From an optimization exercise on the open Yosys and OpenROAD flow, aimed at small area, a short achievable clock period and few clock cycles per item; shortcuts taken in it are not production practice.
In this exercise RTL edits were held to simulation tests only and were not proved equivalent to the original.

== build 53 ==
// xoodoo_nc
module xoodoo_nc #(
    parameter [5:0] CUT = 6'b100101
) (
    input         clk,
    input         rst,    
    input         dv,
    input  [95:0] state,
    output [95:0] out,
    output        out_valid
);
    localparam integer NST = CUT[0] + CUT[1] + CUT[2] + CUT[3] + CUT[4] + 1;
    wire [95:0] h [0:6];
    assign h[0] = state;
    genvar k;
    generate
        for (k = 0; k < 6; k = k + 1) begin : g_half
            wire [95:0] c;
            if (k % 2 == 0) begin : g_a
                xoo_theta #(.RC(k == 0 ? 32'h380 : k == 2 ? 32'hF0 : 32'h1A0))
                    u_theta (.s(h[k]), .o(c));
            end else begin : g_b
                xoo_chi u_chi (.s(h[k]), .o(c));
            end
            if (CUT[k] || k == 5) begin : g_reg
                reg [95:0] r;
                always @(posedge clk) r <= c;
                assign h[k+1] = r;
            end else begin : g_comb
                assign h[k+1] = c;
            end
        end
    endgenerate
    assign out = h[6];
    reg  [NST-1:0] v;
    wire [NST:0]   v_in = {v, dv};
    always @(posedge clk) begin
        if (rst) v <= {NST{1'b0}};
        else     v <= v_in[NST-1:0];
    end
    assign out_valid = v[NST-1];
endmodule
Settings: LEC_CHECK=0, CAP_MARGIN=20, CORE_MARGIN=2, CORE_UTILIZATION=40, SLEW_MARGIN=20, SYNTH_HIERARCHICAL=1; clock period 7.0 ns.
run.sh (not shown) runs the stock make flow with config.mk's settings and CLKGATE_MAP_FILE= SYNTH_SCRIPT=/design/flow/synth_recipe.tcl, a recipe that flattens the netlist after the stock synthesis.
Testbench counts of build 53, summed over its fixed seeds: cycles 16,016, items 16,000.
Setup changes, build 53 to build 52
diff --git a/flow/config.mk b/flow/config.mk
--- a/flow/config.mk
+++ b/flow/config.mk
@@ -9,4 +9,5 @@
 export CORE_MARGIN = 2
 export CORE_UTILIZATION = 40
+export SETUP_SLACK_MARGIN = 4.6
 export SLEW_MARGIN = 20
 export SYNTH_HIERARCHICAL = 1
Findings:
Buffering overhead: build 52 vs build 53 up 1.3 points
As far as actual transition at the worst max-transition pin is concerned, build 52 and build 53 perform about the same.
A start point of the critical path of g_half[2].g_reg.r[89] is what build 52 shows, while g_half[2].g_reg.r[76] belongs to build 53.
Taking build 53 as the reference point, the via count of build 52 rises by about 5%.
The post-route cell area in build 52 is 1.2 times that in build 53.
### build 52 -> build 73
==> flow/flow/run.sh (new file) <==
#!/bin/bash
# The standard layout, with plain buffers (not delay cells) on the ports.
set -euo pipefail
bash standard.sh "BUFFER_PORTS_ARGS=-buffer_cell sky130_fd_sc_hd__buf_2" finish > standard.log 2>&1
==> flow/standard.sh (new file) <==
#!/bin/bash
# synth_recipe.tcl (not shown) runs the flow's synth.tcl, then flattens the netlist and writes it again
# the make line also repeats each setting of config.mk as NAME=value (left out here)
make -C /OpenROAD-flow-scripts/flow DESIGN_CONFIG=/design/flow/config.mk WORK_HOME=/design/flow/orfs CLKGATE_MAP_FILE= SYNTH_SCRIPT=/design/flow/synth_recipe.tcl "${@:-finish}"
diff --git a/flow/config.mk b/flow/config.mk
--- a/flow/config.mk
+++ b/flow/config.mk
@@ -9,5 +9,5 @@
 export CORE_MARGIN = 2
 export CORE_UTILIZATION = 40
-export SETUP_SLACK_MARGIN = 4.6
+export SETUP_SLACK_MARGIN = 4.5
 export SLEW_MARGIN = 20
 export SYNTH_HIERARCHICAL = 1
removed: flow/run.sh
### Flow results
In the reports for build 73 and build 52, the smaller all-layer global routing usage belongs to build 73.
Compare build 73 and build 52 | critical path data arrival time lower: build 52
Looking at build 73 and build 52, the worst hold slack is a wash.
Build 73 ended up with a lower layout overhead on the synthesized area than build 52 did.
When the final numbers for build 73 and build 52 were put side by side, the setup slack turned out to be smaller in build 73.
Delta (build 73 minus build 52): total of clock buffers placed in the layout went up, HPWL after detailed placement went down 3.8%.
The inputs of build 70 differ from those of build 73 as listed below.
diff --git a/flow/config.mk b/flow/config.mk
--- a/flow/config.mk
+++ b/flow/config.mk
@@ -8,5 +8,6 @@
 export CAP_MARGIN = 20
 export CORE_MARGIN = 2
-export CORE_UTILIZATION = 40
+export CORE_UTILIZATION = 60
+export PLACE_DENSITY = 0.75
 export SETUP_SLACK_MARGIN = 4.5
 export SLEW_MARGIN = 20
--- outcome ---
Build 70: no failed stages, no open violations at the end. As of build 70, wire length of the first global-routing pass had fallen by a few percent compared to build 73. Looking at post-cts sizing count, build 70 sits about 1.5% below build 73. Taking build 73 as the reference point, the design area of build 70 falls by 1.6%. [compare] base=build 73 new=build 70: shortest clock period the worst path allows after layout increased 120 ps; total of clock buffers placed in the layout decreased 9.1%. Total number of multi-input combinational cells across build 70 and build 73: no real change.

* * *

## run A
Another version of the RTL of xoodoo_nc (not shown whole).
Size: about 1300 cells after synthesis, roughly 290 flip-flops, about 200 I/O pins, roughly 14000 um2 of cells after synthesis.
export LEC_CHECK = 0
export CAP_MARGIN = 20
export CORE_MARGIN = 2
export CORE_UTILIZATION = 40
export CTS_CLUSTER_DIAMETER = 100
export CTS_CLUSTER_SIZE = 25
export SETUP_SLACK_MARGIN = 4.5
export SLEW_MARGIN = 20
export SYNTH_HIERARCHICAL = 1
create_clock -name core_clock -period 7.0 [get_ports {clk}]
standard.sh (not shown) runs the stock make flow with config.mk's settings and CLKGATE_MAP_FILE= SYNTH_SCRIPT=/design/flow/synth_recipe.tcl, a recipe that flattens the netlist after the stock synthesis.
==> flow/flow/run.sh <==
#!/bin/bash
# The standard layout, with plain buffers (not delay cells) on the ports.
set -euo pipefail
bash standard.sh "BUFFER_PORTS_ARGS=-buffer_cell sky130_fd_sc_hd__buf_2" finish > standard.log 2>&1
Testbench counts of run A, summed over its fixed seeds: cycles 16,016, items 16,000.
### run A -> run B
# run A
export LEC_CHECK = 0
export CAP_MARGIN = 20
export CORE_MARGIN = 2
export CORE_UTILIZATION = 40
export CTS_CLUSTER_DIAMETER = 100
export CTS_CLUSTER_SIZE = 25
export SETUP_SLACK_MARGIN = 4.5
export SLEW_MARGIN = 20
export SYNTH_HIERARCHICAL = 1
create_clock -name core_clock -period 7.0 [get_ports {clk}]
# run B
export LEC_CHECK = 0
export CAP_MARGIN = 20
export CORE_MARGIN = 2
export CORE_UTILIZATION = 65
export CTS_CLUSTER_DIAMETER = 100
export CTS_CLUSTER_SIZE = 25
export PLACE_DENSITY = 0.8
export SETUP_SLACK_MARGIN = 4.5
export SLEW_MARGIN = 20
export SYNTH_HIERARCHICAL = 1
create_clock -name core_clock -period 7.0 [get_ports {clk}]
[summary]
Comparing run B against run A, there is no change at all in DRC violation count after routing. The share of the clock period used by the worst path number comes out lower for run A vs run B. Run A was larger in final cell area than run B.
The inputs of run C differ from those of run B as listed below.
# run B
export LEC_CHECK = 0
export CAP_MARGIN = 20
export CORE_MARGIN = 2
export CORE_UTILIZATION = 65
export CTS_CLUSTER_DIAMETER = 100
export CTS_CLUSTER_SIZE = 25
export PLACE_DENSITY = 0.8
export SETUP_SLACK_MARGIN = 4.5
export SLEW_MARGIN = 20
export SYNTH_HIERARCHICAL = 1
create_clock -name core_clock -period 7.0 [get_ports {clk}]
# run C
export LEC_CHECK = 0
export CAP_MARGIN = 20
export CORE_MARGIN = 2
export CORE_UTILIZATION = 50
export CTS_CLUSTER_DIAMETER = 100
export CTS_CLUSTER_SIZE = 25
export PLACE_DENSITY = 0.65
export SETUP_SLACK_MARGIN = 4.5
export SLEW_MARGIN = 20
export SYNTH_HIERARCHICAL = 1
create_clock -name core_clock -period 7.0 [get_ports {clk}]
Run C vs run B: count of filler cells inserted in the layout up by more than half
[compare] base=run B new=run C: global-route wire length before repair went up 1.2 mm; critical path depth went up; final worst-path cycle share fell 0.60 points; horizontal extent of the die +14%.
Signed area change from the synthesized netlist to the final layout up 3.4 points in run C wrt run B
Run B -> run C: hold buffer count at CTS delta 0, exact match
Looking at the reports, run C completed the entire flow and the layout it produced met the timing, DRC and antenna checks.
On post-detailed-placement half-perimeter wirelength, run C does worse than run B.
What run B reported for count of cells resized by post-cts repair has to be multiplied by 1.17 to get the figure for run C.
For run D, these inputs were changed with respect to run C:
# run C
export LEC_CHECK = 0
export CAP_MARGIN = 20
export CORE_MARGIN = 2
export CORE_UTILIZATION = 50
export CTS_CLUSTER_DIAMETER = 100
export CTS_CLUSTER_SIZE = 25
export PLACE_DENSITY = 0.65
export SETUP_SLACK_MARGIN = 4.5
export SLEW_MARGIN = 20
export SYNTH_HIERARCHICAL = 1
create_clock -name core_clock -period 7.0 [get_ports {clk}]
# run D
export LEC_CHECK = 0
export CAP_MARGIN = 20
export CORE_MARGIN = 2
export CORE_UTILIZATION = 75
export CTS_CLUSTER_DIAMETER = 100
export CTS_CLUSTER_SIZE = 25
export PLACE_DENSITY = 0.85
export SETUP_SLACK_MARGIN = 4.5
export SLEW_MARGIN = 20
export SYNTH_HIERARCHICAL = 1
create_clock -name core_clock -period 7.0 [get_ports {clk}]
Notes after the runs:
Status(run D) = ERROR, stage = global routing. Taking run C as the reference, in run D starting density of the core picked up an extra 26 points; simple-gate share of the synthesized area held steady; post-synthesis share of cell area spent on xor and xnor gates barely changed. Detailed-placement wirelength estimate (run D vs. run C) decreases by more than 10%. Pre-CTS worst setup slack: run D vs run C up 0.16 ns. Diff run D..run C | buffer levels on the longest clock path | unchanged. Of run C and run D, the run reporting the higher die outline height was run C. As far as share of synthesized flip-flops with an asynchronous set or reset goes, run D and run C are indistinguishable; the numbers are identical. Run D vs run C, x dimension of the die went down by 30 um. Number of different library cells in the post-synthesis netlist delta (run C -> run D): insignificant.
## Diff of input files: run E against run D
# run D
export LEC_CHECK = 0
export CAP_MARGIN = 20
export CORE_MARGIN = 2
export CORE_UTILIZATION = 75
export CTS_CLUSTER_DIAMETER = 100
export CTS_CLUSTER_SIZE = 25
export PLACE_DENSITY = 0.85
export SETUP_SLACK_MARGIN = 4.5
export SLEW_MARGIN = 20
export SYNTH_HIERARCHICAL = 1
create_clock -name core_clock -period 7.0 [get_ports {clk}]
# run E
export LEC_CHECK = 0
export CAP_MARGIN = 20
export CORE_MARGIN = 2
export CORE_UTILIZATION = 60
export CTS_CLUSTER_DIAMETER = 100
export CTS_CLUSTER_SIZE = 25
export PLACE_DENSITY = 0.7
export SETUP_SLACK_MARGIN = 4.6
export SLEW_MARGIN = 20
export SYNTH_HIERARCHICAL = 1
create_clock -name core_clock -period 7.0 [get_ports {clk}]
Looking at the reports, run E completed the entire flow and the layout it produced met the timing, DRC and antenna checks.
Between run D and run E, number of resized instances in the post-cts repair step increased.
Post-synthesis area per instance: run E vs run D identical
Of run E and run D, run D shows the lower horizontal extent of the die, with run E above it.
Between run D and run E, the flow reports global placer's final weighted congestion decreasing by more than 10%.
Cell area after placement of run E exceeds that of run D slightly.
Placed wire-length estimate after detailed placement (run E / run D): 1.08
Looking only at starting utilization of the core area, and setting everything else aside, the higher value of run E and run D goes to run D.
Die extent in y in run E is 11% above run D.
Diff run E..run D | async set-reset flop share out of synthesis | unchanged
For cell row count, dividing the value from run E by the value from run D gives 1.12.

[separate check: timing with driven ports]
The results above use ideal ports. As a check the final layouts listed here were re-extracted and re-timed, cells and wires unchanged.
Step 1: set_driving_cell puts a clkbuf_16 on clk and a buf_2 on each other input, an assumption about the parent block.
Step 2 times the ports against the registers' clock, not the clock port: input delays grow and output delays shrink by t, the midpoint of the rising clock arrivals with the driver on.
a / b / c = no drivers / after step 1 / after step 2; a / b = the first two.
run | shift t [ns] | setup slack, ns | worst setup path at the end | latest minus earliest clock arrival (ns) | pins driven straight from the clock port
build 53 | 0.615 | 4.152 / 4.125 / 3.549 | input to register | 0.019 / 0.019 | 1
build 52 | 0.614 | 4.590 / 4.548 / 4.055 | input to register | 0.020 / 0.020 | 1
build 73 | 0.619 | 4.557 / 4.510 / 4.055 | input to register | 0.012 / 0.013 | 1
build 70 | 0.601 | 4.436 / 4.436 / 4.064 | input to register | 0.022 / 0.022 | 1
run A | 0.542 | 4.532 / 4.552 / 4.023 | input to register | 0.018 / 0.018 | 1
run B | 0.536 | 4.427 / 4.427 / 4.073 | input to register | 0.018 / 0.018 | 1
run C | 0.540 | 4.469 / 4.469 / 4.029 | input to register | 0.014 / 0.015 | 1
run E | 0.538 | 4.546 / 4.546 / 4.056 | input to register | 0.025 / 0.026 | 1
After both steps every run listed still meets setup and hold. For build 53, which loses most, drivers alone change the setup slack by -0.027 ns; drivers and shift together by -0.603 ns.
